This design comes from an exercise in tuning for small area, a short achievable clock period and few clock cycles on the open sky130 flow, not from production work. No functional check of the RTL was part of this run. Power and IR drop assume default switching activity.

File: design/flow/design.v
module rle (
	clk,
	nreset,
	start,
	message_addr,
	message_size,
	rle_addr,
	rle_size,
	done,
	port_A_data_in,
	port_A_data_out,
	port_A_addr,
	port_A_we
	);
input	clk;
input	nreset;
input	start;
input 	[31:0] message_addr;
input	[31:0] message_size;
input	[31:0] rle_addr;
input   [31:0] port_A_data_out;
output  [31:0] port_A_data_in;
output  [15:0] port_A_addr;
output  port_A_we;
output	[31:0] rle_size;
output	done;
reg        busy, done_r;
reg        we_r;          
reg        wd;            
reg        fin, fin2;     
reg [13:0] R;             
reg [13:0] Wp;            
reg        rdv;           
reg        allin;         
reg        rlast;         
reg [5:0]  wleft;         
reg [31:0] W;
reg [3:1]  rb;            
reg [2:0]  qe;            
reg [1:0]  pos;           
reg [2:0]  sl;            
reg [2:0]  q;             
reg        cons;          
reg        eb;            
reg        Wv, last, first, half;
reg [7:0]  val, cnt, runs;
reg [15:0] lo;
wire [1:0] vb = message_size[1:0];      
wire go_start = start & ~busy;
assign port_A_we      = we_r & busy;
assign port_A_addr    = {(we_r ? Wp : R), 2'b00};
assign port_A_data_in = {val, cnt, lo};
assign rle_size       = {23'b0, runs, 1'b0};
assign done           = done_r;
function [13:0] inc14;
	input [13:0] x;
	integer i;
	reg c;
	begin
		c = 1'b1;
		for (i = 0; i < 14; i = i + 1) begin
			inc14[i] = x[i] ^ c;
			c = c & x[i];
		end
	end
endfunction
function [7:0] inc8;
	input [7:0] x;
	integer i;
	reg c;
	begin
		c = 1'b1;
		for (i = 0; i < 8; i = i + 1) begin
			inc8[i] = x[i] ^ c;
			c = c & x[i];
		end
	end
endfunction
function [5:0] dec6;
	input [5:0] x;
	integer i;
	reg b;
	begin
		b = 1'b1;
		for (i = 0; i < 6; i = i + 1) begin
			dec6[i] = x[i] ^ b;
			b = b & ~x[i];
		end
	end
endfunction
function [3:0] add3;
	input [2:0] a;
	input [2:0] b;
	integer i;
	reg c;
	begin
		c = 1'b0;
		for (i = 0; i < 3; i = i + 1) begin
			add3[i] = a[i] ^ b[i] ^ c;
			c = (a[i] & b[i]) | (c & (a[i] ^ b[i]));
		end
		add3[3] = c;
	end
endfunction
function [2:0] seg;
	input [2:0] n;
	input [2:0] p;
	begin
		case ({n, p})
			{3'd2, 3'd1}, {3'd3, 3'd2}, {3'd4, 3'd3}: seg = 3'd1;
			{3'd3, 3'd1}, {3'd4, 3'd2}:               seg = 3'd2;
			{3'd4, 3'd1}:                             seg = 3'd3;
			default:                                  seg = 3'd4;
		endcase
	end
endfunction
wire       run  = busy & ~fin & ~fin2;
wire       go   = run & Wv;
wire       nr   = eb | first;
wire       emit = eb & ~first;
wire [7:0] byt  = W[{pos, 3'b000} +: 8];
wire [2:0] nq   = rb[1] ? 3'd1 : rb[2] ? 3'd2 : rb[3] ? 3'd3 : qe;
wire [3:1] rbn  = rb[1] ? {rb[3:2], 1'b0} : rb[2] ? {rb[3], 2'b00} : 3'b000;
wire       consn = ~|rb;
wire [3:0] clo  = add3(cnt[2:0], sl);
wire [7:0] chi8 = inc8({3'b000, cnt[7:3]});
wire [4:0] chi1 = chi8[4:0];
wire [7:0] cadd = {clo[3] ? chi1 : cnt[7:3], clo[2:0]};
wire [31:0] d = port_A_data_out;
wire [3:0] bl;
assign bl[0] = d[7:0]   != W[31:24];
assign bl[1] = d[15:8]  != d[7:0];
assign bl[2] = d[23:16] != d[15:8];
assign bl[3] = d[31:24] != d[23:16];
wire [3:1] ml;                                            
assign ml[1] = rlast & (vb == 2'd1);
assign ml[2] = rlast & (vb == 2'd1 || vb == 2'd2);
assign ml[3] = rlast & (vb != 2'd0);
wire [3:1] stl = bl[3:1] & ~ml;
wire [2:0] qel = rlast ? {vb == 2'd0, vb} : 3'd4;
wire [2:0] q0  = stl[1] ? 3'd1 : stl[2] ? 3'd2 : stl[3] ? 3'd3 : qel;
wire [3:1] rb0 = stl[1] ? {stl[3:2], 1'b0} : stl[2] ? {stl[3], 2'b00} : 3'b000;
wire land = busy & rdv;
wire free1 = land ? ~|bl[3:1] : (go & ~cons) ? consn : 1'b1;
wire issue = run & ~we_r & ~allin & free1;
wire first_n = first & ~go;
wire half_n  = half ^ (go & emit);
wire fin_n   = go & cons & last;
wire we_n    = (half_n & ((go & ~cons) | (land & bl[0] & ~first_n) | fin_n)) |
               (fin & ~half);
always @(posedge clk or negedge nreset) begin
	if (!nreset) begin
		busy <= 1'b0;
		done_r <= 1'b0;
		fin <= 1'b0;
		fin2 <= 1'b0;
		rdv <= 1'b0;
		Wv <= 1'b0;
		first <= 1'b1;
		half <= 1'b0;
	end else if (go_start) begin
		busy <= 1'b1;
		done_r <= 1'b0;
		fin <= 1'b0;
		fin2 <= 1'b0;
		rdv <= 1'b0;
		Wv <= 1'b0;
		first <= 1'b1;
		half <= 1'b0;
	end else begin
		rdv <= issue;
		first <= first_n;
		half <= half_n | (fin & ~half);
		fin <= fin_n;
		fin2 <= fin & ~half;
		if (land) Wv <= 1'b1;
		else if (go & cons) Wv <= 1'b0;
		if ((fin & half) | fin2) begin
			busy <= 1'b0;
			done_r <= 1'b1;
		end
	end
end
always @(posedge clk) begin
	we_r <= we_n & ~go_start;
	wd <= we_r & ~go_start;
	if (go_start) begin
		R <= message_addr[15:2];
		Wp <= rle_addr[15:2];
		wleft <= message_size[7:2] - {5'd0, (vb == 2'd0)};
		allin <= 1'b0;
		runs <= 8'd0;
	end else begin
		if (issue) R <= inc14(R);
		if (wd) Wp <= inc14(Wp);
		if (issue) begin
			wleft <= dec6(wleft);
			rlast <= (wleft == 6'd0);
			if (wleft == 6'd0) allin <= 1'b1;
		end
		if (go) begin
			rb <= rbn;
			pos <= q[1:0];
			q <= nq;
			sl <= seg(nq, q);
			cons <= consn;
			eb <= 1'b1;
			if (nr) begin
				val <= byt;
				cnt <= {5'd0, sl};
			end else
				cnt <= cadd;
			if (emit) begin
				runs <= inc8(runs);
				if (!half) lo <= {val, cnt};
			end
		end
		if (land) begin
			W <= d;
			rb <= rb0;
			qe <= qel;
			sl <= q0;
			q <= q0;
			cons <= ~|stl;
			eb <= bl[0];
			last <= rlast;
			pos <= 2'd0;
		end
		if (fin) begin
			runs <= inc8(runs);
			if (!half) begin
				lo <= {val, cnt};
				val <= 8'd0;
				cnt <= 8'd0;
			end
		end
	end
end
endmodule
File: design/flow/flow/run.sh
#!/bin/bash
set -euo pipefail
bash standard.sh "BUFFER_PORTS_ARGS=-buffer_cell sky130_fd_sc_hd__buf_1" finish > standard_flow.log 2>&1
File: design/flow/standard.sh
#!/bin/bash
# synth_recipe.tcl (not shown) runs the flow's synth.tcl, then flattens the netlist and writes it again
# the make line also repeats each setting of config.mk as NAME=value (left out here)
make -C /OpenROAD-flow-scripts/flow DESIGN_CONFIG=/design/flow/config.mk WORK_HOME=/design/flow/orfs CLKGATE_MAP_FILE= SYNTH_SCRIPT=/design/flow/synth_recipe.tcl "${@:-finish}"
File: design/flow/config.mk
export PLATFORM = sky130hd
export DESIGN_NAME = rle
export DESIGN_NICKNAME = rle
export VERILOG_FILES = /design/flow/design.v
export SDC_FILE = /design/flow/constraint.sdc
export NUM_CORES = 4
export LEC_CHECK = 0
export CAP_MARGIN = 20
export CORE_MARGIN = 2
export CORE_UTILIZATION = 40
export PLACE_DENSITY = 0.6
export SETUP_SLACK_MARGIN = 1.8
export SLEW_MARGIN = 20
File: design/flow/constraint.sdc
create_clock -name core_clock -period 4.0 [get_ports {clk}]
set_input_delay 0.8000 -clock core_clock [delete_from_list [all_inputs] [get_ports {clk}]]
set_output_delay 0.8000 -clock core_clock [all_outputs]
set_load 0.01 [all_outputs]
==> run_results.csv <==
group,metric,value,unit
cells_and_area,share_of_layout_cells_above_drive_strength_1,20.92,%
yosys,synth_area_leaders,"sky130_fd_sc_hd__edfxtp_1 49%, sky130_fd_sc_hd__ha_1 7.4%, sky130_fd_sc_hd__nand2_1 5.9%",
cells_and_area,fin_nets,922,
cells_and_area,num_antenna_cells,0,
timing,hold_viol_final,0,
route,vias,4921,
yosys,ys_async_sr_fraction,5.970,%
yosys,distinct_cell_type_count_after_synthesis,51,
global_routing,first_pass_grt_wire_length,24380,microns
yosys,avgSynthCellArea,11.71,sq um
worst_setup_path,criticalPathCategory,"flop to flop",
worst_setup_path,crit_path_end_kind,"flop",
floorplanning,initial_utilization,40.94,%
status,outcome,"complete, no violations",
global_routing,use_met2,29.91,%
floorplanning,dieArea,18790,sq um
global_routing,use_met3,4.296,%
global_routing,grt_use_met1,21.04,%
worst_setup_path,required_time_of_the_critical_path,4160,ps
timing,rsz0062_at_grt,"yes",
timing,setup-violations-final,0,
flow_run,max_cap_viol_count,0,
power,max_rail_drop_vdd,0.4867,mV
power,power_leakage,3.576,nW
floorplanning,floorplan.core_area,17300,sq um
cells_and_area,final-instance-count-excl-fill,985,
clocking,max-clock-path-buffers,2,
timing,period_share,69.91,%
clocking,cts.reportedPaths.clkPinSlew,60,ps
clocking,tritoncts_clock_tree,"done",
placement,gp_congestion,0.8408,
clocking,postCtsHoldBufs,0,
cells_and_area,area_delta_synth_final,28.67,%
yosys,synth-warning-count,1,
clocking,clock-root-buffer,"sky130_fd_sc_hd__clkbuf_16",
timing,slew_headroom,31.53,%
yosys,synth.ff_latch_count,134,
global_routing,grt_pass1_vias,4795,
floorplanning,die_x,137.1,microns
timing,final.setup_skew,9.175,ps
placement,placement.io_buffers,126,
route,remaining_drc_errors,0,
yosys,yosys.area.top_type,"sky130_fd_sc_hd__edfxtp_1",
placement,placed_cells_incl_taps,936,
yosys,syn_inst,605,
route,drt_pre_antenna_iters,5,
yosys,synth-seq-area-share,54.72,%
yosys,fraction_of_synthesized_cell_area_taken_by_the_top_area_cell_type,48.76,%
global_routing,busiest_layer,"met2",
global_routing,groute.usage.overall,17.22,%
clocking,tritoncts_num_sinks,134,
timing,drv_slew,0,
yosys,mappedNetlistArea,7082,sq um
placement,detailed_place_hpwl,11270,microns
global_routing,antenna_found_initial,0,
worst_setup_path,type_of_origin_of_the_critical_path,"flop",
route,routed_wire_length_per_instance,16.36,microns
yosys,ys_dominant_reg_cell,"sky130_fd_sc_hd__edfxtp_1",
worst_setup_path,critPathArrivalTime,2960,ps
clocking,worstSkewPairLatency,420,ps
timing,timing_worst_slew_pin_value,1027,ps
route,antenna_violating_nets_post_route,0,
worst_setup_path,critical_path.max_fanout,2,
floorplanning,placement_rows,48,
timing,fmax,357.6,MHz
power,powerDensity,846.7,nW/um^2
timing,minimum_clock_period,2796,ps
route,initialDrtViolationCount,320,
floorplanning,floorplan.io_pins,213,
floorplanning,die_y,137.1,microns
clocking,h_tree_levels,4,
timing,setup_total_negative_slack,0,ps
route,viasPerCell,4.996,
hold_path,min_path_type,"input port to async pin",
clocking,number_of_buffers_added_by_the_clock_tree_synthesis_step,17,
global_routing,grt_max_degree,46,
cells_and_area,fillers,1509,
global_routing,globalRouteOverflowTotal,0,
yosys,synth_edf_count,115,
route,wl,16120,microns
## through the flow
stage               hold WS [ps]  utilization (%)  cell area, sq um  setup slack (ps)  power (mW)
CTS                        311.7            50.92              8807              1231       7.480
detailed placement         482.6            45.93              7945             947.3       5.593
global placement           484.4            45.93              7945             982.2       5.455
floorplan                  449.6                -              7468              1323       4.787
finish                     305.4            52.68              9112              1204       7.716
global route               318.9            52.68              9112              1146       8.238
## cell families after synthesis
kind of cell | count (synthesis) | share of synthesized area [%]
compound gates | 60 | 5.636
xor+xnor | 43 | 5.318
fa+ha+maj | 44 | 7.986
buf+inv | 67 | 5.283
flops | 134 | 54.72
mux | 45 | 8.021
other cells | 1 | 0.05295
simple gates | 211 | 12.99
## power by group
| part | switching [mW] | internal (mW) |
|---|---|---|
| sequential | 0.545 | 2.45 |
| combinational | 1.65 | 1.40 |
| clock | 0.617 | 1.05 |
| total | 2.82 | 4.90 |
## worst paths after layout
check,start,end,slack (ps),depth (start not counted)
setup / recovery,R[0]$_DFFE_PP_,R[13]$_DFFE_PP_,1200,14
hold / removal,nreset,busy$_DFFE_PN0P_,310,1
setup reg to reg,R[0]$_DFFE_PP_,R[13]$_DFFE_PP_,1200,14
hold reg to reg,Wv$_DFFE_PN0P_,Wv$_DFFE_PN0P_,510,2
max in group asynchronous,nreset,first$_DFF_PN1_,3350,1
min in group core_clock,Wv$_DFFE_PN0P_,Wv$_DFFE_PN0P_,510,2
## cells in the final DEF, fill, tap and decap left out, types with 11 or more instances in the layout
master,n
sky130_fd_sc_hd__a21oi_1,23
sky130_fd_sc_hd__buf_1,102
sky130_fd_sc_hd__buf_4,13
sky130_fd_sc_hd__buf_6,20
sky130_fd_sc_hd__clkbuf_16,18
sky130_fd_sc_hd__conb_1,26
sky130_fd_sc_hd__edfxtp_1,115
sky130_fd_sc_hd__ha_1,18
sky130_fd_sc_hd__ha_4,22
sky130_fd_sc_hd__inv_1,16
sky130_fd_sc_hd__mux2_4,12
sky130_fd_sc_hd__mux2i_1,23
sky130_fd_sc_hd__nand2_1,99
sky130_fd_sc_hd__nand2_2,12
sky130_fd_sc_hd__nor2_1,48
sky130_fd_sc_hd__o21ai_0,11
sky130_fd_sc_hd__xor2_1,27
## final cells by class
type | instances | area [sq um] | area share (%)
clock buffers | 17 | 425.4 | 4.668
well taps | 225 | 281.5 | 3.089
clock inverters | 15 | 200.2 | 2.197
repair buffers | 144 | 810.8 | 8.897
flip-flops and latches | 134 | 3879 | 42.56
multi-input cells | 432 | 3447 | 37.83
inverters | 18 | 68.82 | 0.7552
## routing by layer
metal	vias to the layer above	wire [microns]
li1	2388	-
met1	2406	6794
met2	111	8478
met3	16	663
met4	0	183
met5	-	0
## critical path, cell delays in order, from the launching register on
cell and delay (ps):
sky130_fd_sc_hd__edfxtp_1 410, sky130_fd_sc_hd__ha_2 210, sky130_fd_sc_hd__ha_4 160, sky130_fd_sc_hd__ha_4 160, sky130_fd_sc_hd__ha_4 160, sky130_fd_sc_hd__ha_4 150, sky130_fd_sc_hd__ha_4 150, sky130_fd_sc_hd__ha_4 150
sky130_fd_sc_hd__ha_4 150, sky130_fd_sc_hd__ha_4 150, sky130_fd_sc_hd__ha_4 150, sky130_fd_sc_hd__ha_4 160, sky130_fd_sc_hd__ha_4 160, sky130_fd_sc_hd__xnor2_2 130, sky130_fd_sc_hd__o21ai_1 90
## cell usage after synthesis (2+ instances only)
| library cell | number |
|---|---|
| sky130_fd_sc_hd__o31a_1 | 2 |
| sky130_fd_sc_hd__a221oi_1 | 2 |
| sky130_fd_sc_hd__mux4_2 | 8 |
| sky130_fd_sc_hd__nor2b_1 | 3 |
| sky130_fd_sc_hd__and3_1 | 2 |
| sky130_fd_sc_hd__a21oi_1 | 23 |
| sky130_fd_sc_hd__o21a_1 | 2 |
| sky130_fd_sc_hd__ha_1 | 42 |
| sky130_fd_sc_hd__nand2_1 | 111 |
| sky130_fd_sc_hd__o21ai_0 | 13 |
| sky130_fd_sc_hd__xor2_1 | 30 |
| sky130_fd_sc_hd__nand4_1 | 3 |
| sky130_fd_sc_hd__nor3_1 | 5 |
| sky130_fd_sc_hd__buf_4 | 27 |
| sky130_fd_sc_hd__nand2b_1 | 8 |
| sky130_fd_sc_hd__a21o_1 | 2 |
| sky130_fd_sc_hd__clkinv_1 | 2 |
| sky130_fd_sc_hd__nor2_1 | 49 |
| sky130_fd_sc_hd__mux2_2 | 14 |
| sky130_fd_sc_hd__buf_2 | 5 |
| sky130_fd_sc_hd__nand3_1 | 7 |
| sky130_fd_sc_hd__dfxtp_1 | 11 |
| sky130_fd_sc_hd__fa_1 | 2 |
| sky130_fd_sc_hd__and2_1 | 7 |
| sky130_fd_sc_hd__xnor2_1 | 13 |
| sky130_fd_sc_hd__a22o_1 | 2 |
| sky130_fd_sc_hd__nor4b_1 | 2 |
| sky130_fd_sc_hd__nor4_1 | 9 |
| sky130_fd_sc_hd__mux2i_1 | 23 |
| sky130_fd_sc_hd__clkbuf_1 | 14 |
| sky130_fd_sc_hd__dfrtp_1 | 7 |
| sky130_fd_sc_hd__inv_1 | 16 |
| sky130_fd_sc_hd__a311oi_1 | 3 |
| sky130_fd_sc_hd__buf_6 | 2 |
| sky130_fd_sc_hd__edfxtp_1 | 115 |
| sky130_fd_sc_hd__o31ai_1 | 4 |
## timing repair
| action | 4_1_cts | 5_1_grt |
|---|---|---|
| resized for setup | 28 | 90 |
| cloned | 2 | 2 |
| setup endpoints to repair | 65 | 70 |
| pin swaps | 12 | 13 |
| buffers inserted | 10 | 3 |

[re-timing with driven ports]
Ports are ideal in the flow. The routed layout listed here was re-timed in OpenROAD.
Step 1: set_driving_cell puts a clkbuf_16 on clk and a buf_2 on each other input, an assumption about the parent block.
Step 2 also shifts input and output timing later by t, the mid clock arrival at the registers, as if the neighbouring blocks saw the same clock.
a / b / c = ideal ports / drivers / drivers and shift; a / b = the first two.
t, ns: 0.462
setup WS [ns]: 1.204 / 1.204 / 1.204
worst register clock-pin slew, ns: 0.06 / 0.06
After both steps this run still meets setup and hold. The setup slack of this run moves by 0.000 ns with the drivers and by 0.000 ns with both steps.
